What follows belongs to an exercise in optimizing a design on an open flow for small area; a production flow would make more cautious choices.
The RTL was checked by simulation tests, not by an equivalence proof against the original design.
No run shown here takes its clock network from TritonCTS; it comes from the design's own scripts or RTL.
The clock input has no modelled driver; a real chip could not lean on it and would need a root buffer or a full tree.
Power is estimated from default activity; no workload was simulated.

## config.mk

```make
export PLATFORM = sky130hd
export DESIGN_NAME = full_traffic_light
export DESIGN_NICKNAME = full_traffic_light
export VERILOG_FILES = /design/flow/design.v
export SDC_FILE = /design/flow/constraint.sdc
export NUM_CORES = 4
export LEC_CHECK = 0
export CAP_MARGIN = 20
export CORE_MARGIN = 2
export CORE_UTILIZATION = 65
export SLEW_MARGIN = 20
export SYNTH_HIERARCHICAL = 1
export SYNTH_MINIMUM_KEEP_SIZE = 0
```

## constraint.sdc

```tcl
create_clock -name core_clock -period 10.0 [get_ports {clk_27}]
set_input_delay 2.0000 -clock core_clock [delete_from_list [all_inputs] [get_ports {clk_27}]]
set_output_delay 2.0000 -clock core_clock [all_outputs]
set_load 0.01 [all_outputs]
```

## design.v

```verilog
module full_traffic_light(
input clk_27,
input reset,
input de_bug,
input left_turn_request,
input [1:0]push_button,
output northbound_green, northbound_amber, northbound_red,
output southbound_green, southbound_amber, southbound_red,
output [1:0] southbound_arrow,
output eastbound_green, eastbound_amber, eastbound_red,
output westbound_green, westbound_amber, westbound_red,
output [4:0] NBnd_D, SBnd_D, EBnd_D, WBnd_D,
output [6:1] northbound, southbound, eastbound, westbound
);
reg a;
reg b;
reg [9:0] c005;
reg [12:0] c05;
reg [13:0] c1;
reg [10:0] c10;
reg clk0_05;
reg clk0_5;
reg clk1;
reg clk_10;
reg clk_d_q;
reg clk_q;
reg [5:0] e;
reg ew_red;
reg fd;
reg h;
reg n_red;
reg s_red;
reg side;
reg walk_request;
reg wk;
reg wlk;
wire n8;
wire n9;
wire n10;
wire n11;
wire n13;
wire n14;
wire n15;
wire n17;
wire n18;
wire n19;
wire n20;
wire n21;
wire n22;
wire n25;
wire n34;
wire n36;
wire n37;
wire n38;
wire n39;
wire n40;
wire n41;
wire n42;
wire n48;
wire n49;
wire n51;
wire n52;
wire n55;
wire n58;
wire n61;
wire n64;
wire n65;
wire n66;
wire n68;
wire n71;
wire n76;
wire n79;
wire n82;
wire n84;
wire n85;
wire n86;
wire n88;
wire n91;
wire n96;
wire n99;
wire n100;
wire n101;
wire n103;
wire n108;
wire n113;
wire n118;
wire n119;
wire n120;
wire n121;
wire n122;
wire n123;
wire n124;
wire n125;
wire n126;
wire n127;
wire n129;
wire n130;
wire n132;
wire n133;
wire n134;
wire n135;
wire n136;
wire n137;
wire n138;
wire n139;
wire n140;
wire n141;
wire n142;
wire n143;
wire n145;
wire n146;
wire n147;
wire n148;
wire n149;
wire n150;
wire n151;
wire n152;
wire n153;
wire n154;
wire n155;
wire n156;
wire n157;
wire n158;
wire n159;
wire n160;
wire n161;
wire n162;
wire n163;
wire n164;
wire n165;
wire n166;
wire n167;
wire n168;
wire n169;
wire n170;
wire n171;
wire n172;
wire n173;
wire n174;
wire n175;
wire n176;
wire n177;
wire n178;
always @ (posedge clk_27 or negedge reset) if (reset == 1'b0) a <= 1'b0; else a <= n143;
always @ (posedge clk_27 or negedge reset) if (reset == 1'b0) b <= 1'b0; else b <= n176;
always @ (posedge clk_27 or negedge reset) if (reset == 1'b0) c005[0] <= 1'b0; else c005[0] <= n68;
always @ (posedge clk_27 or negedge reset) if (reset == 1'b0) c005[1] <= 1'b1; else c005[1] <= c005[0];
always @ (posedge clk_27 or negedge reset) if (reset == 1'b0) c005[2] <= 1'b0; else c005[2] <= c005[1];
always @ (posedge clk_27 or negedge reset) if (reset == 1'b0) c005[3] <= 1'b1; else c005[3] <= c005[2];
always @ (posedge clk_27 or negedge reset) if (reset == 1'b0) c005[4] <= 1'b0; else c005[4] <= c005[3];
always @ (posedge clk_27 or negedge reset) if (reset == 1'b0) c005[5] <= 1'b0; else c005[5] <= n66;
always @ (posedge clk_27 or negedge reset) if (reset == 1'b0) c005[6] <= 1'b0; else c005[6] <= c005[5];
always @ (posedge clk_27 or negedge reset) if (reset == 1'b0) c005[7] <= 1'b1; else c005[7] <= c005[6];
always @ (posedge clk_27 or negedge reset) if (reset == 1'b0) c005[8] <= 1'b0; else c005[8] <= c005[7];
always @ (posedge clk_27 or negedge reset) if (reset == 1'b0) c005[9] <= 1'b0; else c005[9] <= c005[8];
always @ (posedge clk_27 or negedge reset) if (reset == 1'b0) c05[0] <= 1'b0; else c05[0] <= n88;
always @ (posedge clk_27 or negedge reset) if (reset == 1'b0) c05[1] <= 1'b0; else c05[1] <= c05[0];
always @ (posedge clk_27 or negedge reset) if (reset == 1'b0) c05[2] <= 1'b0; else c05[2] <= c05[1];
always @ (posedge clk_27 or negedge reset) if (reset == 1'b0) c05[3] <= 1'b1; else c05[3] <= c05[2];
always @ (posedge clk_27 or negedge reset) if (reset == 1'b0) c05[4] <= 1'b0; else c05[4] <= n86;
always @ (posedge clk_27 or negedge reset) if (reset == 1'b0) c05[5] <= 1'b0; else c05[5] <= c05[4];
always @ (posedge clk_27 or negedge reset) if (reset == 1'b0) c05[6] <= 1'b0; else c05[6] <= c05[5];
always @ (posedge clk_27 or negedge reset) if (reset == 1'b0) c05[7] <= 1'b0; else c05[7] <= c05[6];
always @ (posedge clk_27 or negedge reset) if (reset == 1'b0) c05[8] <= 1'b1; else c05[8] <= c05[7];
always @ (posedge clk_27 or negedge reset) if (reset == 1'b0) c05[9] <= 1'b0; else c05[9] <= c05[8];
always @ (posedge clk_27 or negedge reset) if (reset == 1'b0) c05[10] <= 1'b1; else c05[10] <= c05[9];
always @ (posedge clk_27 or negedge reset) if (reset == 1'b0) c05[11] <= 1'b1; else c05[11] <= c05[10];
always @ (posedge clk_27 or negedge reset) if (reset == 1'b0) c05[12] <= 1'b0; else c05[12] <= c05[11];
always @ (posedge clk_27 or negedge reset) if (reset == 1'b0) c1[0] <= 1'b0; else c1[0] <= n123;
always @ (posedge clk_27 or negedge reset) if (reset == 1'b0) c1[1] <= 1'b0; else c1[1] <= c1[0];
always @ (posedge clk_27 or negedge reset) if (reset == 1'b0) c1[2] <= 1'b1; else c1[2] <= c1[1];
always @ (posedge clk_27 or negedge reset) if (reset == 1'b0) c1[3] <= 1'b1; else c1[3] <= c1[2];
always @ (posedge clk_27 or negedge reset) if (reset == 1'b0) c1[4] <= 1'b0; else c1[4] <= c1[3];
always @ (posedge clk_27 or negedge reset) if (reset == 1'b0) c1[5] <= 1'b0; else c1[5] <= c1[4];
always @ (posedge clk_27 or negedge reset) if (reset == 1'b0) c1[6] <= 1'b0; else c1[6] <= c1[5];
always @ (posedge clk_27 or negedge reset) if (reset == 1'b0) c1[7] <= 1'b0; else c1[7] <= n121;
always @ (posedge clk_27 or negedge reset) if (reset == 1'b0) c1[8] <= 1'b1; else c1[8] <= c1[7];
always @ (posedge clk_27 or negedge reset) if (reset == 1'b0) c1[9] <= 1'b0; else c1[9] <= c1[8];
always @ (posedge clk_27 or negedge reset) if (reset == 1'b0) c1[10] <= 1'b0; else c1[10] <= c1[9];
always @ (posedge clk_27 or negedge reset) if (reset == 1'b0) c1[11] <= 1'b0; else c1[11] <= c1[10];
always @ (posedge clk_27 or negedge reset) if (reset == 1'b0) c1[12] <= 1'b0; else c1[12] <= c1[11];
always @ (posedge clk_27 or negedge reset) if (reset == 1'b0) c1[13] <= 1'b1; else c1[13] <= c1[12];
always @ (posedge clk_27 or negedge reset) if (reset == 1'b0) c10[0] <= 1'b0; else c10[0] <= n103;
always @ (posedge clk_27 or negedge reset) if (reset == 1'b0) c10[1] <= 1'b1; else c10[1] <= c10[0];
always @ (posedge clk_27 or negedge reset) if (reset == 1'b0) c10[2] <= 1'b1; else c10[2] <= c10[1];
always @ (posedge clk_27 or negedge reset) if (reset == 1'b0) c10[3] <= 1'b0; else c10[3] <= c10[2];
always @ (posedge clk_27 or negedge reset) if (reset == 1'b0) c10[4] <= 1'b0; else c10[4] <= c10[3];
always @ (posedge clk_27 or negedge reset) if (reset == 1'b0) c10[5] <= 1'b0; else c10[5] <= n101;
always @ (posedge clk_27 or negedge reset) if (reset == 1'b0) c10[6] <= 1'b0; else c10[6] <= c10[5];
always @ (posedge clk_27 or negedge reset) if (reset == 1'b0) c10[7] <= 1'b0; else c10[7] <= c10[6];
always @ (posedge clk_27 or negedge reset) if (reset == 1'b0) c10[8] <= 1'b0; else c10[8] <= c10[7];
always @ (posedge clk_27 or negedge reset) if (reset == 1'b0) c10[9] <= 1'b0; else c10[9] <= c10[8];
always @ (posedge clk_27 or negedge reset) if (reset == 1'b0) c10[10] <= 1'b1; else c10[10] <= c10[9];
always @ (posedge clk_27 or negedge reset) if (reset == 1'b0) clk0_05 <= 1'b0; else clk0_05 <= n65;
always @ (posedge clk_27 or negedge reset) if (reset == 1'b0) clk0_5 <= 1'b0; else clk0_5 <= n85;
always @ (posedge clk_27 or negedge reset) if (reset == 1'b0) clk1 <= 1'b0; else clk1 <= n120;
always @ (posedge clk_27 or negedge reset) if (reset == 1'b0) clk_10 <= 1'b0; else clk_10 <= n100;
always @ (posedge clk_27) clk_d_q <= n49;
always @ (posedge clk_27) clk_q <= n25;
always @ (posedge clk_27 or negedge reset) if (reset == 1'b0) e[0] <= 1'b0; else e[0] <= n165;
always @ (posedge clk_27 or negedge reset) if (reset == 1'b0) e[1] <= 1'b0; else e[1] <= n163;
always @ (posedge clk_27 or negedge reset) if (reset == 1'b0) e[2] <= 1'b1; else e[2] <= n161;
always @ (posedge clk_27 or negedge reset) if (reset == 1'b0) e[3] <= 1'b0; else e[3] <= n158;
always @ (posedge clk_27 or negedge reset) if (reset == 1'b0) e[4] <= 1'b0; else e[4] <= n155;
always @ (posedge clk_27 or negedge reset) if (reset == 1'b0) e[5] <= 1'b0; else e[5] <= n138;
always @ (posedge clk_27 or negedge reset) if (reset == 1'b0) ew_red <= 1'b1; else ew_red <= n141;
always @ (posedge clk_27 or negedge reset) if (reset == 1'b0) fd <= 1'b0; else fd <= n174;
always @ (posedge clk_27 or negedge reset) if (reset == 1'b0) h <= 1'b0; else h <= n167;
always @ (posedge clk_27 or negedge reset) if (reset == 1'b0) n_red <= 1'b0; else n_red <= n127;
always @ (posedge clk_27 or negedge reset) if (reset == 1'b0) s_red <= 1'b0; else s_red <= n152;
always @ (posedge clk_27) if (n52) side <= h;
always @ (posedge clk_27 or negedge reset) if (reset == 1'b0) walk_request <= 1'b0; else walk_request <= n178;
always @ (posedge clk_27 or negedge reset) if (reset == 1'b0) wk <= 1'b0; else wk <= n148;
always @ (posedge clk_27 or negedge reset) if (reset == 1'b0) wlk <= 1'b0; else wlk <= n170;
g_mux2_1 u0 (.A0(clk1), .A1(clk_10), .S(de_bug), .X(n25));
g_or3_1 u1 (.A(a), .B(h), .C(b), .X(n14));
g_o41ai_1 u2 (.A1(e[4]), .A2(e[1]), .A3(e[3]), .A4(e[2]), .B1(e[5]), .Y(n34));
g_nand2_1 u3 (.A(wk), .B(n34), .Y(n36));
g_nor2_1 u4 (.A(h), .B(b), .Y(n37));
g_nand2_1 u5 (.A(a), .B(n37), .Y(n38));
g_o31ai_1 u6 (.A1(h), .A2(b), .A3(n36), .B1(n38), .Y(n18));
g_nor2_1 u7 (.A(a), .B(b), .Y(n39));
g_nand2_1 u8 (.A(h), .B(n39), .Y(n8));
g_o21ai_0 u9 (.A1(n36), .A2(n8), .B1(n38), .Y(n17));
g_o21ai_0 u10 (.A1(h), .A2(b), .B1(a), .Y(n40));
g_or2_0 u11 (.A(b), .B(n40), .X(n13));
g_nor2b_1 u12 (.A(a), .B_N(h), .Y(n41));
g_nand2_1 u13 (.A(b), .B(n41), .Y(n9));
g_and2_0 u14 (.A(n13), .B(n9), .X(n11));
g_nor2_1 u15 (.A(a), .B(h), .Y(n42));
g_nand2_1 u16 (.A(b), .B(n42), .Y(n15));
g_nand2_1 u17 (.A(wlk), .B(side), .Y(n20));
g_nor2b_1 u18 (.A(side), .B_N(fd), .Y(n21));
g_and2_0 u19 (.A(side), .B(fd), .X(n19));
g_nand2b_1 u20 (.A_N(side), .B(wlk), .Y(n22));
g_mux2i_1 u21 (.A0(clk0_5), .A1(clk0_05), .S(de_bug), .Y(n48));
g_clkinv_1 u22 (.A(n48), .Y(n49));
g_or2_0 u23 (.A(clk_d_q), .B(n48), .X(n51));
g_clkinv_1 u24 (.A(n51), .Y(n52));
g_nor2_1 u25 (.A(c005[1]), .B(c005[3]), .Y(n55));
g_nand2_1 u26 (.A(c005[0]), .B(c005[2]), .Y(n58));
g_nor3_1 u27 (.A(c005[5]), .B(c005[7]), .C(n58), .Y(n61));
g_nand4_1 u28 (.A(c005[4]), .B(c005[6]), .C(n55), .D(n61), .Y(n64));
g_xnor2_1 u29 (.A(clk0_05), .B(n64), .Y(n65));
g_and2_0 u30 (.A(c005[4]), .B(n64), .X(n66));
g_xor2_1 u31 (.A(c005[0]), .B(c005[9]), .X(n68));
g_nand2_1 u32 (.A(c05[9]), .B(c05[10]), .Y(n71));
g_nor4b_1 u33 (.A(c05[6]), .B(c05[4]), .C(c05[8]), .D_N(c05[7]), .Y(n76));
g_nor2_1 u34 (.A(c05[1]), .B(c05[0]), .Y(n79));
g_nand4_1 u35 (.A(c05[2]), .B(c05[3]), .C(n76), .D(n79), .Y(n82));
g_or3_1 u36 (.A(c05[11]), .B(n71), .C(n82), .X(n84));
g_xnor2_1 u37 (.A(clk0_5), .B(n84), .Y(n85));
g_and2_0 u38 (.A(c05[3]), .B(n84), .X(n86));
g_xor2_1 u39 (.A(c05[3]), .B(c05[12]), .X(n88));
g_nand2_1 u40 (.A(c10[10]), .B(c10[9]), .Y(n91));
g_nand4b_1 u41 (.A_N(c10[5]), .B(c10[4]), .C(c10[0]), .D(c10[1]), .Y(n96));
g_or4_1 u42 (.A(c10[8]), .B(c10[7]), .C(n91), .D(n96), .X(n99));
g_xnor2_1 u43 (.A(clk_10), .B(n99), .Y(n100));
g_and2_0 u44 (.A(c10[4]), .B(n99), .X(n101));
g_xnor2_1 u45 (.A(c10[10]), .B(c10[2]), .Y(n103));
g_nor4b_1 u46 (.A(c1[10]), .B(c1[9]), .C(c1[11]), .D_N(c1[13]), .Y(n108));
g_nor4b_1 u47 (.A(c1[0]), .B(c1[3]), .C(c1[4]), .D_N(c1[6]), .Y(n113));
g_and4b_1 u48 (.A_N(c1[5]), .B(c1[7]), .C(c1[1]), .D(c1[2]), .X(n118));
g_nand3_1 u49 (.A(n108), .B(n113), .C(n118), .Y(n119));
g_xnor2_1 u50 (.A(clk1), .B(n119), .Y(n120));
g_and2_0 u51 (.A(c1[6]), .B(n119), .X(n121));
g_xor2_1 u52 (.A(c1[3]), .B(c1[13]), .X(n122));
g_xnor2_1 u53 (.A(c1[0]), .B(n122), .Y(n123));
g_nor2_1 u54 (.A(n_red), .B(n52), .Y(n124));
g_nor2_1 u55 (.A(n_red), .B(n38), .Y(n125));
g_nor3_1 u56 (.A(n41), .B(n51), .C(n125), .Y(n126));
g_nor2_1 u57 (.A(n124), .B(n126), .Y(n127));
g_nor2b_1 u58 (.A(clk_q), .B_N(n25), .Y(n129));
g_and3_1 u59 (.A(e[1]), .B(e[3]), .C(e[2]), .X(n130));
g_and3_1 u60 (.A(e[0]), .B(n129), .C(n130), .X(n132));
g_and2_0 u61 (.A(e[4]), .B(n132), .X(n133));
g_and3_1 u62 (.A(e[5]), .B(e[4]), .C(n132), .X(n134));
g_nor2_1 u63 (.A(h), .B(left_turn_request), .Y(n135));
g_nor2_1 u64 (.A(n40), .B(n135), .Y(n136));
g_nand2_1 u65 (.A(n134), .B(n136), .Y(n137));
g_o21a_1 u66 (.A1(e[5]), .A2(n133), .B1(n137), .X(n138));
g_o21ai_0 u67 (.A1(a), .A2(h), .B1(n52), .Y(n139));
g_nor3_1 u68 (.A(h), .B(b), .C(ew_red), .Y(n140));
g_o22a_1 u69 (.A1(ew_red), .A2(n52), .B1(n139), .B2(n140), .X(n141));
g_a21oi_1 u70 (.A1(b), .A2(n134), .B1(a), .Y(n142));
g_a21oi_1 u71 (.A1(n134), .A2(n136), .B1(n142), .Y(n143));
g_nand2_1 u72 (.A(walk_request), .B(n134), .Y(n145));
g_nand2_1 u73 (.A(e[5]), .B(n133), .Y(n146));
g_nand2_1 u74 (.A(wk), .B(n146), .Y(n147));
g_nand2_1 u75 (.A(n145), .B(n147), .Y(n148));
g_clkinv_1 u76 (.A(s_red), .Y(n149));
g_nand2_1 u77 (.A(a), .B(b), .Y(n150));
g_o21ai_0 u78 (.A1(h), .A2(n149), .B1(n150), .Y(n151));
g_a22oi_1 u79 (.A1(n149), .A2(n139), .B1(n151), .B2(n52), .Y(n152));
g_nor2_1 u80 (.A(e[4]), .B(n132), .Y(n153));
g_o211ai_1 u81 (.A1(push_button[0]), .A2(n15), .B1(n134), .C1(n40), .Y(n154));
g_o21ai_0 u82 (.A1(n133), .A2(n153), .B1(n154), .Y(n155));
g_and2_0 u83 (.A(e[0]), .B(n129), .X(n156));
g_a31oi_1 u84 (.A1(e[1]), .A2(e[2]), .A3(n156), .B1(e[3]), .Y(n157));
g_o22ai_1 u85 (.A1(n146), .A2(n136), .B1(n157), .B2(n132), .Y(n158));
g_nand2_1 u86 (.A(e[1]), .B(n156), .Y(n159));
g_xor2_1 u87 (.A(e[2]), .B(n159), .X(n160));
g_o21ai_0 u88 (.A1(n39), .A2(n146), .B1(n160), .Y(n161));
g_xnor2_1 u89 (.A(e[1]), .B(n156), .Y(n162));
g_nand2_1 u90 (.A(n154), .B(n162), .Y(n163));
g_nor2_1 u91 (.A(e[0]), .B(n129), .Y(n164));
g_nor2_1 u92 (.A(n156), .B(n164), .Y(n165));
g_nor2_1 u93 (.A(n146), .B(n150), .Y(n166));
g_xor2_1 u94 (.A(h), .B(n166), .X(n167));
g_nand3_1 u95 (.A(wk), .B(n39), .C(n52), .Y(n168));
g_nor4_1 u96 (.A(e[5]), .B(e[4]), .C(n130), .D(n168), .Y(n169));
g_a21o_1 u97 (.A1(wlk), .A2(n51), .B1(n169), .X(n170));
g_mux2i_1 u98 (.A0(n21), .A1(n19), .S(h), .Y(n171));
g_nand2_1 u99 (.A(n34), .B(n171), .Y(n172));
g_a21oi_1 u100 (.A1(fd), .A2(n51), .B1(n169), .Y(n173));
g_o21ai_0 u101 (.A1(n168), .A2(n172), .B1(n173), .Y(n174));
g_nand2_1 u102 (.A(b), .B(n146), .Y(n175));
g_nand2_1 u103 (.A(n154), .B(n175), .Y(n176));
g_nand2_1 u104 (.A(walk_request), .B(n137), .Y(n177));
g_nand2_1 u105 (.A(push_button[1]), .B(n177), .Y(n178));
assign northbound_green = n8;
assign northbound_amber = n9;
assign northbound_red = n_red;
assign southbound_green = n8;
assign southbound_amber = n11;
assign southbound_red = s_red;
assign southbound_arrow[0] = n13;
assign southbound_arrow[1] = n13;
assign eastbound_green = n14;
assign eastbound_amber = n15;
assign eastbound_red = ew_red;
assign westbound_green = n14;
assign westbound_amber = n15;
assign westbound_red = ew_red;
assign NBnd_D[0] = n17;
assign NBnd_D[1] = n17;
assign NBnd_D[2] = n17;
assign NBnd_D[3] = n17;
assign NBnd_D[4] = n17;
assign SBnd_D[0] = n17;
assign SBnd_D[1] = n17;
assign SBnd_D[2] = n17;
assign SBnd_D[3] = n17;
assign SBnd_D[4] = n17;
assign EBnd_D[0] = n18;
assign EBnd_D[1] = n18;
assign EBnd_D[2] = n18;
assign EBnd_D[3] = n18;
assign EBnd_D[4] = n18;
assign WBnd_D[0] = n18;
assign WBnd_D[1] = n18;
assign WBnd_D[2] = n18;
assign WBnd_D[3] = n18;
assign WBnd_D[4] = n18;
assign northbound[1] = n19;
assign northbound[2] = n19;
assign northbound[3] = n19;
assign northbound[4] = n19;
assign northbound[5] = n19;
assign northbound[6] = n20;
assign southbound[1] = n19;
assign southbound[2] = n19;
assign southbound[3] = n19;
assign southbound[4] = n19;
assign southbound[5] = n19;
assign southbound[6] = n20;
assign eastbound[1] = n21;
assign eastbound[2] = n21;
assign eastbound[3] = n21;
assign eastbound[4] = n21;
assign eastbound[5] = n21;
assign eastbound[6] = n22;
assign westbound[1] = n21;
assign westbound[2] = n21;
assign westbound[3] = n21;
assign westbound[4] = n21;
assign westbound[5] = n21;
assign westbound[6] = n22;
endmodule
module g_a21o_1(input A1, input A2, input B1, output X);
assign X = (A1&A2) | (B1);
endmodule
module g_a21oi_1(input A1, input A2, input B1, output Y);
assign Y = (~A1&~B1) | (~A2&~B1);
endmodule
module g_a22oi_1(input A1, input A2, input B1, input B2, output Y);
assign Y = (~A1&~B1) | (~A1&~B2) | (~A2&~B1) | (~A2&~B2);
endmodule
module g_a31oi_1(input A1, input A2, input A3, input B1, output Y);
assign Y = (~A1&~B1) | (~A2&~B1) | (~A3&~B1);
endmodule
module g_and2_0(input A, input B, output X);
assign X = (A&B);
endmodule
module g_and3_1(input A, input B, input C, output X);
assign X = (A&B&C);
endmodule
module g_and4b_1(input A_N, input B, input C, input D, output X);
assign X = (~A_N&B&C&D);
endmodule
module g_clkinv_1(input A, output Y);
assign Y = (~A);
endmodule
module g_mux2_1(input A0, input A1, input S, output X);
assign X = (A0&~S) | (A1&S);
endmodule
module g_mux2i_1(input A0, input A1, input S, output Y);
assign Y = (~A0&~S) | (~A1&S);
endmodule
module g_nand2_1(input A, input B, output Y);
assign Y = (~A) | (~B);
endmodule
module g_nand2b_1(input A_N, input B, output Y);
assign Y = (A_N) | (~B);
endmodule
module g_nand3_1(input A, input B, input C, output Y);
assign Y = (~A) | (~B) | (~C);
endmodule
module g_nand4_1(input A, input B, input C, input D, output Y);
assign Y = (~A) | (~B) | (~C) | (~D);
endmodule
module g_nand4b_1(input A_N, input B, input C, input D, output Y);
assign Y = (A_N) | (~B) | (~C) | (~D);
endmodule
module g_nor2_1(input A, input B, output Y);
assign Y = (~A&~B);
endmodule
module g_nor2b_1(input A, input B_N, output Y);
assign Y = (~A&B_N);
endmodule
module g_nor3_1(input A, input B, input C, output Y);
assign Y = (~A&~B&~C);
endmodule
module g_nor4_1(input A, input B, input C, input D, output Y);
assign Y = (~A&~B&~C&~D);
endmodule
module g_nor4b_1(input A, input B, input C, input D_N, output Y);
assign Y = (~A&~B&~C&D_N);
endmodule
module g_o211ai_1(input A1, input A2, input B1, input C1, output Y);
assign Y = (~A1&~A2) | (~B1) | (~C1);
endmodule
module g_o21a_1(input A1, input A2, input B1, output X);
assign X = (A1&B1) | (A2&B1);
endmodule
module g_o21ai_0(input A1, input A2, input B1, output Y);
assign Y = (~A1&~A2) | (~B1);
endmodule
module g_o22a_1(input A1, input A2, input B1, input B2, output X);
assign X = (A1&B1) | (A2&B1) | (A1&B2) | (A2&B2);
endmodule
module g_o22ai_1(input A1, input A2, input B1, input B2, output Y);
assign Y = (~B1&~B2) | (~A1&~A2);
endmodule
module g_o31ai_1(input A1, input A2, input A3, input B1, output Y);
assign Y = (~A1&~A2&~A3) | (~B1);
endmodule
module g_o41ai_1(input A1, input A2, input A3, input A4, input B1, output Y);
assign Y = (~A1&~A2&~A3&~A4) | (~B1);
endmodule
module g_or2_0(input A, input B, output X);
assign X = (A) | (B);
endmodule
module g_or3_1(input A, input B, input C, output X);
assign X = (A) | (B) | (C);
endmodule
module g_or4_1(input A, input B, input C, input D, output X);
assign X = (A) | (B) | (C) | (D);
endmodule
module g_xnor2_1(input A, input B, output Y);
assign Y = (~A&~B) | (A&B);
endmodule
module g_xor2_1(input A, input B, output X);
assign X = (A&~B) | (~A&B);
endmodule
```

## flow/run.sh

```bash
#!/bin/bash
# Standard layout, except:
#  - logic cells are set to their smallest drive strength after floorplan
#    (flow/downsize.tcl); later repair steps upsize where needed;
#  - the port buffers are the smallest buffer cell (buf_1);
#  - the clock tree is a few clock buffers, one per cluster of flip-flops,
#    each driven by the clock port (flow/cts.tcl).
set -euo pipefail
export POST_FLOORPLAN_TCL="$(pwd)/flow/downsize.tcl"
export BUFFER_PORTS_ARGS="-buffer_cell sky130_fd_sc_hd__buf_1"
export PRE_CTS_TCL="$(pwd)/flow/cts.tcl"
export MY_CLOCK_CLUSTERS="${MY_CLOCK_CLUSTERS:-4}"
export MY_CLOCK_BUFFER="${MY_CLOCK_BUFFER:-sky130_fd_sc_hd__clkbuf_8}"
bash standard.sh > standard.log 2>&1
```

## flow/cts.tcl

```tcl
# Replaces clock_tree_synthesis (sourced before CTS): the flip-flops are
# split into MY_CLOCK_CLUSTERS groups by k-means on their placement, and
# each group gets one MY_CLOCK_BUFFER at its centre, driven by the clock
# port.  Every flip-flop clock pin is driven by exactly one buffer.
rename clock_tree_synthesis __orig_clock_tree_synthesis
proc clock_tree_synthesis {args} {
  set k $::env(MY_CLOCK_CLUSTERS)
  set buf $::env(MY_CLOCK_BUFFER)
  set block [ord::get_db_block]
  set dbu [$block getDbUnitsPerMicron]
  set pins [get_pins -of_objects [get_nets clk_27]]
  set pts {}
  foreach p $pins {
    set box [[[sta::sta_to_db_pin $p] getInst] getBBox]
    lappend pts [list $p [expr {([$box xMin] + [$box xMax]) / 2.0 / $dbu}] \
      [expr {([$box yMin] + [$box yMax]) / 2.0 / $dbu}]]
  }
  set n [llength $pts]
  # initial centres: sinks spread along x + y
  set sorted [lsort -real -index 1 [lmap q $pts {list [lindex $q 0] [expr {[lindex $q 1] + [lindex $q 2]}]}]]
  set cx {}
  set cy {}
  for {set c 0} {$c < $k} {incr c} {
    set q [lindex $pts [lsearch -exact -index 0 $pts [lindex [lindex $sorted [expr {int(($c + 0.5) * $n / $k)}]] 0]]]
    lappend cx [lindex $q 1]
    lappend cy [lindex $q 2]
  }
  for {set it 0} {$it < 50} {incr it} {
    set groups [lrepeat $k {}]
    foreach q $pts {
      set best 0
      set bd 1e30
      for {set c 0} {$c < $k} {incr c} {
        set d [expr {abs([lindex $q 1] - [lindex $cx $c]) + abs([lindex $q 2] - [lindex $cy $c])}]
        if {$d < $bd} { set bd $d; set best $c }
      }
      lset groups $best [concat [lindex $groups $best] [list $q]]
    }
    for {set c 0} {$c < $k} {incr c} {
      set g [lindex $groups $c]
      if {[llength $g] == 0} { continue }
      set sx 0.0
      set sy 0.0
      foreach q $g { set sx [expr {$sx + [lindex $q 1]}]; set sy [expr {$sy + [lindex $q 2]}] }
      lset cx $c [expr {$sx / [llength $g]}]
      lset cy $c [expr {$sy / [llength $g]}]
    }
  }
  for {set c 0} {$c < $k} {incr c} {
    set g [lindex $groups $c]
    if {[llength $g] == 0} { continue }
    puts "clock buffer $c: [llength $g] sinks at [lindex $cx $c] [lindex $cy $c]"
    insert_buffer -buffer_cell $buf -net clk_27 -load_pins [lmap q $g {lindex $q 0}] \
      -location [list [lindex $cx $c] [lindex $cy $c]] \
      -buffer_name clkbuf_$c -net_name clknet_$c
  }
  foreach it [[[$block findBTerm clk_27] getNet] getITerms] {
    set inst [$it getInst]
    foreach o [$inst getITerms] {
      if {[$o isOutputSignal]} { [$o getNet] setSigType CLOCK }
    }
  }
  set_propagated_clock [all_clocks]
}
```

## flow/downsize.tcl

```tcl
# Sourced after floorplan: every logic cell is set to the smallest drive
# strength of its own cell family (same function and pins).  Synthesis
# sizes for loads it cannot see; later resizing (repair_design,
# repair_timing) upsizes again where slew, capacitance or timing need it.
set db [ord::get_db]
set block [ord::get_db_block]
set dont_use $::env(DONT_USE_CELLS)
set families [dict create]
foreach lib [$db getLibs] {
  foreach m [$lib getMasters] {
    set n [$m getName]
    if {[lsearch -exact $dont_use $n] >= 0} { continue }
    if {![regexp {^(sky130_fd_sc_hd__[a-z0-9]+)_([0-9]+)$} $n -> fam drive]} { continue }
    set area [expr {[$m getWidth] * [$m getHeight]}]
    if {![dict exists $families $fam] || $area < [lindex [dict get $families $fam] 1]} {
      dict set families $fam [list $n $area]
    }
  }
}
set count 0
foreach inst [$block getInsts] {
  set m [$inst getMaster]
  set n [$m getName]
  if {![regexp {^(sky130_fd_sc_hd__[a-z0-9]+)_([0-9]+)$} $n -> fam drive]} { continue }
  # registers, clock cells, tie cells and physical cells keep their cell
  if {[regexp {__(df|dl|sdf|edf|clk|conb|tap|fill|decap|diode|probe|lpflow)} $n]} { continue }
  if {![dict exists $families $fam]} { continue }
  set best [lindex [dict get $families $fam] 0]
  set area [expr {[$m getWidth] * [$m getHeight]}]
  if {$best ne $n && [lindex [dict get $families $fam] 1] < $area} {
    replace_cell [$inst getName] $best
    incr count
  }
}
puts "downsize: $count cells set to their smallest drive strength"
```

## standard.sh

```bash
#!/bin/bash
# synth_recipe.tcl (not shown) runs the flow's synth.tcl, then flattens the netlist and writes it again
# the make line also repeats each setting of config.mk as NAME=value (left out here)
make -C /OpenROAD-flow-scripts/flow DESIGN_CONFIG=/design/flow/config.mk WORK_HOME=/design/flow/orfs CLKGATE_MAP_FILE= SYNTH_SCRIPT=/design/flow/synth_recipe.tcl "${@:-finish}"
```

==> impl_metrics.json, run 1 <==
{
  "routed_wirelength_um": 3947,
  "core_sq_mm": 0.004324,
  "final_cell_area_sq_mm": 0.002773,
  "synth_fp_nets": 233,
  "arrival_ns": 2.17,
  "min_period_ns": 4.167,
  "final_cell_mix": "buf_1, dfrtp_1, nand2_1",
  "max_stage_delay_ns": 0.71,
  "clkTransAtPathRegs_ns": 0.11,
  "avgSynthCellArea_sq_um": 12.70,
  "die_h_um": 70.60,
  "overflow": 0,
  "cts_resized": 0,
  "holdWs_ns": 0.3479,
  "hpwl_um": 2755,
  "firstDrtPassIters": 6,
  "vias": 1547,
  "fp.dieArea_sq_mm": 0.004984,
  "rows": 24,
  "final_common_cell": "buf_1",
  "final-seq-area_sq_mm": 0.001792,
  "timing_worst_slew_pin_value_ns": 0.8408,
  "multiInputGateArea_sq_um": 604.3,
  "grt_max_degree": 69,
  "drtIter0Drc": 53,
  "grt_setup_unrepaired": "no",
  "synth-async-reset-ratio_pct": 95.77,
  "io_buffers": 63,
  "drtAntennaViolNets": 0,
  "antenna_found_initial": 0,
  "tns_ns": 0,
  "clk_latency_ns": 0.17,
  "synth-seq-cells": 71,
  "skew_ns": 0.02169,
  "critical_path_class": "reg -> out",
  "post-place-ws_ns": 6.040,
  "finalSetupViolCount": 0,
  "max-cap-violations": 0,
  "period_share_pct": 41.67,
  "path_buf_inv": 1,
  "power_density_mw_per_mm2": 143.0,
  "status": "no timing/DRC/antenna violations",
  "finalNonFillerCells": 297,
  "ys_seq_area_share_pct": 62.15,
  "pin_count": 64,
  "avgViaCountPerCell": 5.209,
  "hold_violations": 0,
  "drive_gt1_share_pct": 8.980,
  "initial_core_util_pct": 66.67,
  "drc": 0,
  "gp_congestion": 0.7864,
  "drt-wirelength-per-cell_um": 13.29,
  "syn_to_final_growth_pct": -3.819,
  "endpoint_kind": "output pin",
  "crit_slowest_cell": "o31ai_1",
  "synth_cells": 227,
  "cp_top_family": "compound AO/OA/AOI/OAI gates",
  "fin_ws_ns": 5.833,
  "nets": 253,
  "die_w_um": 70.60,
  "maxSlewViolCount": 0,
  "worst_slew_margin_rel_pct": 43.47,
  "fill_cells": 350,
  "grt_pass1_vias": 1421,
  "fmax_ghz": 0.2400,
  "synth-main-ff-cell": "dfrtp_1",
  "ys_warn_count": 7,
  "place_area_sq_mm": 0.002718,
  "grt_pass1_wl_um": 6534,
  "crit_required_ns": 8.00,
  "ir_drop_mv": 0.1125,
  "hold_buffers": 0,
  "dp_cells": 293,
  "synth_cell_type_count": 37,
  "hold_class": "reg -> reg",
  "diodes": 0,
  "critPathLaunchType": "flip-flop",
  "track_usage_pct": 15.63,
  "synth_edf_count": 1,
  "p_leak_nw": 1.246,
  "crit_chain": "o41ai_1, nand2_1, o31ai_1, buf_1",
  "critPathMaxFanout": 10,
  "postCtsSetupBuffers": 0,
  "synth.cell_area_sq_mm": 0.002883
}
[layout make-up, clock buffers not listed]
type / count / share of cell area [%]
Inverter: 3 / 0.4061
Multi-Input combinational cell: 103 / 21.80
Timing Repair Buffer: 64 / 8.845
Sequential cell: 71 / 64.62
Tap cell: 52 / 2.347
[Yosys cell counts (2+ instances only)]
cell type  count  share of area, %
buf_4         50                13
nor3_2         3               1.0
xor2_1         5               1.5
nand4_1        2              0.43
nor2b_4        3               1.4
nand2_1       22               2.9
inv_1          3              0.39
dfxtp_1        2               1.4
o21ai_1        7               1.2
dfstp_2       16                15
nor2_1        14               1.8
or3_1          2              0.43
and2_1         8               1.7
nor4b_2        3               1.6
a21oi_2        3              0.91
dfrtp_1       52                45
xnor2_1        7               2.1
and3_1         3              0.65
nand3_1        2              0.35
mux2i_1        2              0.69
or2_1          2              0.43
[per-stage QoR]
stage	total power [mW]	util (%)
3_3_place_gp	0.2993	62.85
2_1_floorplan	0.2933	-
6_report	0.3966	64.12
5_1_grt	0.4114	64.12
3_5_place_dp	0.2997	62.85
4_1_cts	0.3995	64.12
[final timing paths]
path                       startpoint  cells past startpoint  slack [ns]   endpoint
hold reg to reg               c005[8]                      0        0.35    c005[9]
max in group asynchronous       reset                      2        7.47       e[4]
min in group asynchronous       reset                      2        2.00    c005[0]
hold / removal                c005[8]                      0        0.35    c005[9]
setup / recovery                 e[1]                      4        5.83  WBnd_D[2]
setup reg to reg               clk0_5                      7        8.25         fd
[report_power, final]
part                   switching [mW]  internal [mW]  total [mW]  leakage, nW
Clock                          0.0656         0.0372       0.103       0.0288
Combinational                 0.00526       0.000901     0.00616        0.343
Sequential     0.00000000000000000399          0.288       0.288        0.874
Total                          0.0709          0.326       0.397         1.25
[modules after synthesis (local to each module, per instance), a selection]
module / area [sq um] / cells / times used / flip-flops and latches
g_and2_0: 6.256 / 1 / 8 / 0
g_o211ai_1: 12.51 / 1 / 1 / 0
g_and3_1: 6.256 / 1 / 3 / 0
g_a31oi_1: 6.256 / 1 / 1 / 0
g_a21o_1: 7.507 / 1 / 1 / 0
g_a22oi_1: 12.51 / 1 / 1 / 0
[worst reg2reg max path, cell delays in order, from the launching register on]
cell and delay [ns]:
dfrtp_1 0.39, mux2i_1 0.10, or2_1 0.29, inv_1 0.18
nand3_1 0.13, nor4_1 0.39, a21oi_1 0.07, o21ai_1 0.10
[logic make-up after synthesis]
| kind of cell | after synthesis | synth area share, % |
|---|---|---|
| AOI/OAI and AO/OA | 19 | 5.252 |
| xor gates and xnor gates | 12 | 3.646 |
| buffers and inverters | 53 | 13.41 |
| DFF | 71 | 62.15 |
| muxes | 3 | 1.215 |
| and+or+nand+nor | 69 | 14.32 |
[per-layer routing]
layer	global-route usage [%]	wire length (um)	up-vias
met5	0	0	-
met4	2.516	63	0
met3	1.425	237	6
met2	26.73	1893	60
met1	22.76	1752	753
li1	-	-	728
[flip-flops by register name (all words and copies together), names as in the netlist]
name,count
h,1
ew_red,1
a,1
c10,11
clk0_05,1
clk_d_q,1
wlk,1
s_red,1
clk_q,1
wk,1
clk0_5,1
n_red,1
e,6
side,1
walk_request,1
c005,10
clk_10,1
b,1
clk1,1
fd,1
c1,14
c05,13
==> run 2: changes to the inputs <==
--- a/config.mk
+++ b/config.mk
@@ -9,3 +9,3 @@
 export CORE_MARGIN = 2
-export CORE_UTILIZATION = 65
+export CORE_UTILIZATION = 40
 export SLEW_MARGIN = 20
==> impl_metrics.json, run 2 <==
{
  "maxSlewViolCount": 0,
  "gp_congestion": 0.7410,
  "clk_latency_ns": 0.17,
  "p_leak_nw": 1.246,
  "hold_buffers": 0,
  "yosysTopAreaCell": "dfrtp_1",
  "pin_count": 64,
  "intPower_mw": 0.3257,
  "grt_pass1_vias": 1315,
  "synth_cells": 227,
  "grt_max_degree": 69,
  "drtAntennaViolNets": 0,
  "status": "no timing/DRC/antenna violations",
  "regMostFlops": "c1",
  "syn_to_final_growth_pct": -1.910,
  "overflow": 0,
  "endpoint_kind": "output pin",
  "total_power_mw": 0.3972,
  "synth_edf_count": 1,
  "drt-wirelength-per-cell_um": 11.37,
  "avgSynthCellArea_sq_um": 12.70,
  "grt_setup_unrepaired": "no",
  "initial_core_util_pct": 41.97,
  "vias": 1518,
  "cts_resized": 0,
  "crit_required_ns": 8.00,
  "grt_pass1_wl_um": 6299,
  "ys_top_cells_by_count": "dfrtp_1, buf_4, nand2_1, dfstp_2, nor2_1",
  "p_comb_share_pct": 1.6,
  "largestRegisters": "c1 (14), c05 (13), c10 (11)",
  "pwr-share-clk_pct": 26.0,
  "final_cell_mix": "buf_1, dfrtp_1, nand2_1",
  "tns_ns": 0,
  "drtIter0Drc": 85,
  "routed_wirelength_um": 3877,
  "synth_cell_type_count": 37,
  "io_buffers": 63,
  "place_area_sq_mm": 0.002773,
  "clkTransAtPathRegs_ns": 0.10,
  "final_common_cell": "buf_1",
  "ir_drop_mv": 0.09293,
  "critPathMaxFanout": 10,
  "die_h_um": 88.90,
  "synth.most_common_cell": "dfrtp_1",
  "postCtsSetupBuffers": 0,
  "critical_path_class": "reg -> out",
  "firstDrtPassIters": 4,
  "swShare_pct": 17.98,
  "ys_top_cells_by_area": "dfrtp_1, dfstp_2, buf_4",
  "hold_violations": 0,
  "synth-seq-cells": 71,
  "max-cap-violations": 0,
  "synth_fp_nets": 233,
  "track_usage_pct": 9.766,
  "largest_reg_flops": 14,
  "die_w_um": 88.90,
  "nets": 253,
  "core_sq_mm": 0.006869,
  "synth-async-reset-ratio_pct": 95.77,
  "fmax_ghz": 0.2370,
  "worst_slew_margin_rel_pct": 37.75,
  "drive_gt1_share_pct": 8.980,
  "avgViaCountPerCell": 4.452,
  "hold_class": "reg -> reg",
  "hpwl_um": 2731,
  "drc": 0,
  "skew_ns": 0.03029,
  "final_cell_area_sq_mm": 0.002828,
  "ys_warn_count": 7,
  "antenna_found_initial": 0,
  "power_density_mw_per_mm2": 140.5,
  "ys_seq_area_share_pct": 62.15,
  "critPathLaunchType": "flip-flop",
  "fp.dieArea_sq_mm": 0.007902,
  "diodes": 0,
  "finalSetupViolCount": 0,
  "timing_worst_slew_pin_value_ns": 0.9259,
  "synth-main-ff-cell": "dfrtp_1",
  "rows": 30,
  "p_switching_mw": 0.07143,
  "min_period_ns": 4.219,
  "synth.cell_area_sq_mm": 0.002883,
  "p_seq_share_pct": 72.4,
  "period_share_pct": 42.19,
  "synth_top_cell_area_share_pct": 45.14,
  "arrival_ns": 2.22
}
-- run 2: cell counts after synthesis --
Identical to the previous run, type by type.
-- run 2: per-stage QoR --
stage / hold slack [ns] / util (%) / cells / worst slack [ns]
final: 0.3572 / 41.17 / 341 / 5.781
after global placement: 0.3338 / 40.36 / 337 / 6.054
after detailed placement: 0.3371 / 40.36 / 337 / 5.986
after floorplan: 0.3312 / - / 227 / 6.445
after global routing: 0.3655 / 41.17 / 341 / 5.471
after CTS: 0.3608 / 41.17 / 341 / 5.781
-- run 2: critical path: stages (launching register included) --
cell	delay, ns
dfrtp_1	0.44
o41ai_1	0.50
nand2_1	0.13
o31ai_1	0.77
buf_1	0.22
-- run 2: worst paths after layout --
kind / cells after the start / startpoint / endpoint / slack (ns)
max: 4 / e[1] / EBnd_D[0] / 5.78
min: 0 / c10[3] / c10[4] / 0.36
max reg2reg: 7 / clk1 / h / 8.26
min reg2reg: 0 / c10[3] / c10[4] / 0.36
max in group asynchronous: 2 / reset / fd / 7.45
min in group asynchronous: 2 / reset / c1[5] / 1.98
-- run 2: cell families (layout without fill, tap and decap cells) --
logic type | count (synthesis) | count (layout) | synth area share (%)
flip-flops | 71 | 71 | 62.15
AND/OR/NAND/NOR | 69 | 69 | 14.32
multiplexers | 3 | 3 | 1.215
XOR/XNOR | 12 | 12 | 3.646
buffers and inverters | 53 | 71 | 13.41
AO/OA/AOI/OAI | 19 | 19 | 5.252
-- run 2: layer usage --
metal  GRT usage [%]  vias to the layer above  part of all wire (%)  wire [um]
met3           1.754                        5                   7.6        295
met2           15.06                       55                    42       1619
met4          0.8264                        0                  0.93         36
met1           15.16                      722                    50       1926
met5               0                        -                     0          0
li1                -                      736                     -          -
-- run 2: layout make-up, clock buffers not listed --
class                      count  area [sq um]
fill                         663          4041
sequential                    71          1792
multi-input combinational    103         604.3
timing repair buffer          64         245.2
tap                           96         120.1
inverter                       3         11.26
-- run 2: power groups by stage --
stage | Sequential, mW | Combinational (mW) | Clock [mW]
floorplan | 0.293 | 0.000245 | 0
global placement | 0.293 | 0.00669 | 0
detailed placement | 0.293 | 0.00674 | 0
CTS | 0.288 | 0.00671 | 0.107
global route | 0.288 | 0.00753 | 0.117
finish | 0.288 | 0.00623 | 0.103
-- run 2: per-module statistics from Yosys (local to each module, per instance), excerpt --
| module | flops+latches | times used |
|---|---|---|
| g_mux2_1 | 0 | 1 |
| g_o31ai_1 | 0 | 1 |
| g_or4_1 | 0 | 1 |
| g_nand4b_1 | 0 | 1 |
| g_nor4_1 | 0 | 1 |
| g_o21a_1 | 0 | 1 |
| g_nor2b_1 | 0 | 3 |
| g_nor3_1 | 0 | 3 |
| g_o21ai_0 | 0 | 7 |

==> separate check: timing with driven ports <==
The results above use ideal ports. As a check the final layouts listed here were re-extracted and re-timed, cells and wires unchanged.
Step 1 (the two cells are an assumption about what drives the block):
set clk [get_ports {clk_27}]
set_driving_cell -lib_cell sky130_fd_sc_hd__clkbuf_16 $clk
set_driving_cell -lib_cell sky130_fd_sc_hd__buf_2 [delete_from_list [all_inputs] $clk]
Step 2 adds t to the input delays and takes it off the output delays; t is the mean of the earliest and latest rising clock arrival at the registers after step 1. Input paths then give back, and output paths get back, about the clock's delay inside the block.
Three values: ideal ports, drivers, drivers and shift; two values: the first two.
| run | t (ns) | setup WS [ns] | worst hold slack (ns) | clock arrival spread, ns | worst register clock-pin slew, ns |
|---|---|---|---|---|---|
| run 1 | 0.210 | 5.833 / 5.779 / 5.988 | 0.348 / 0.348 / 0.348 | 0.023 / 0.023 | 0.11 / 0.11 |
| run 2 | 0.212 | 5.781 / 5.726 / 5.938 | 0.357 / 0.357 / 0.357 | 0.032 / 0.033 | 0.12 / 0.12 |
After both steps setup and hold are still met in every run listed.
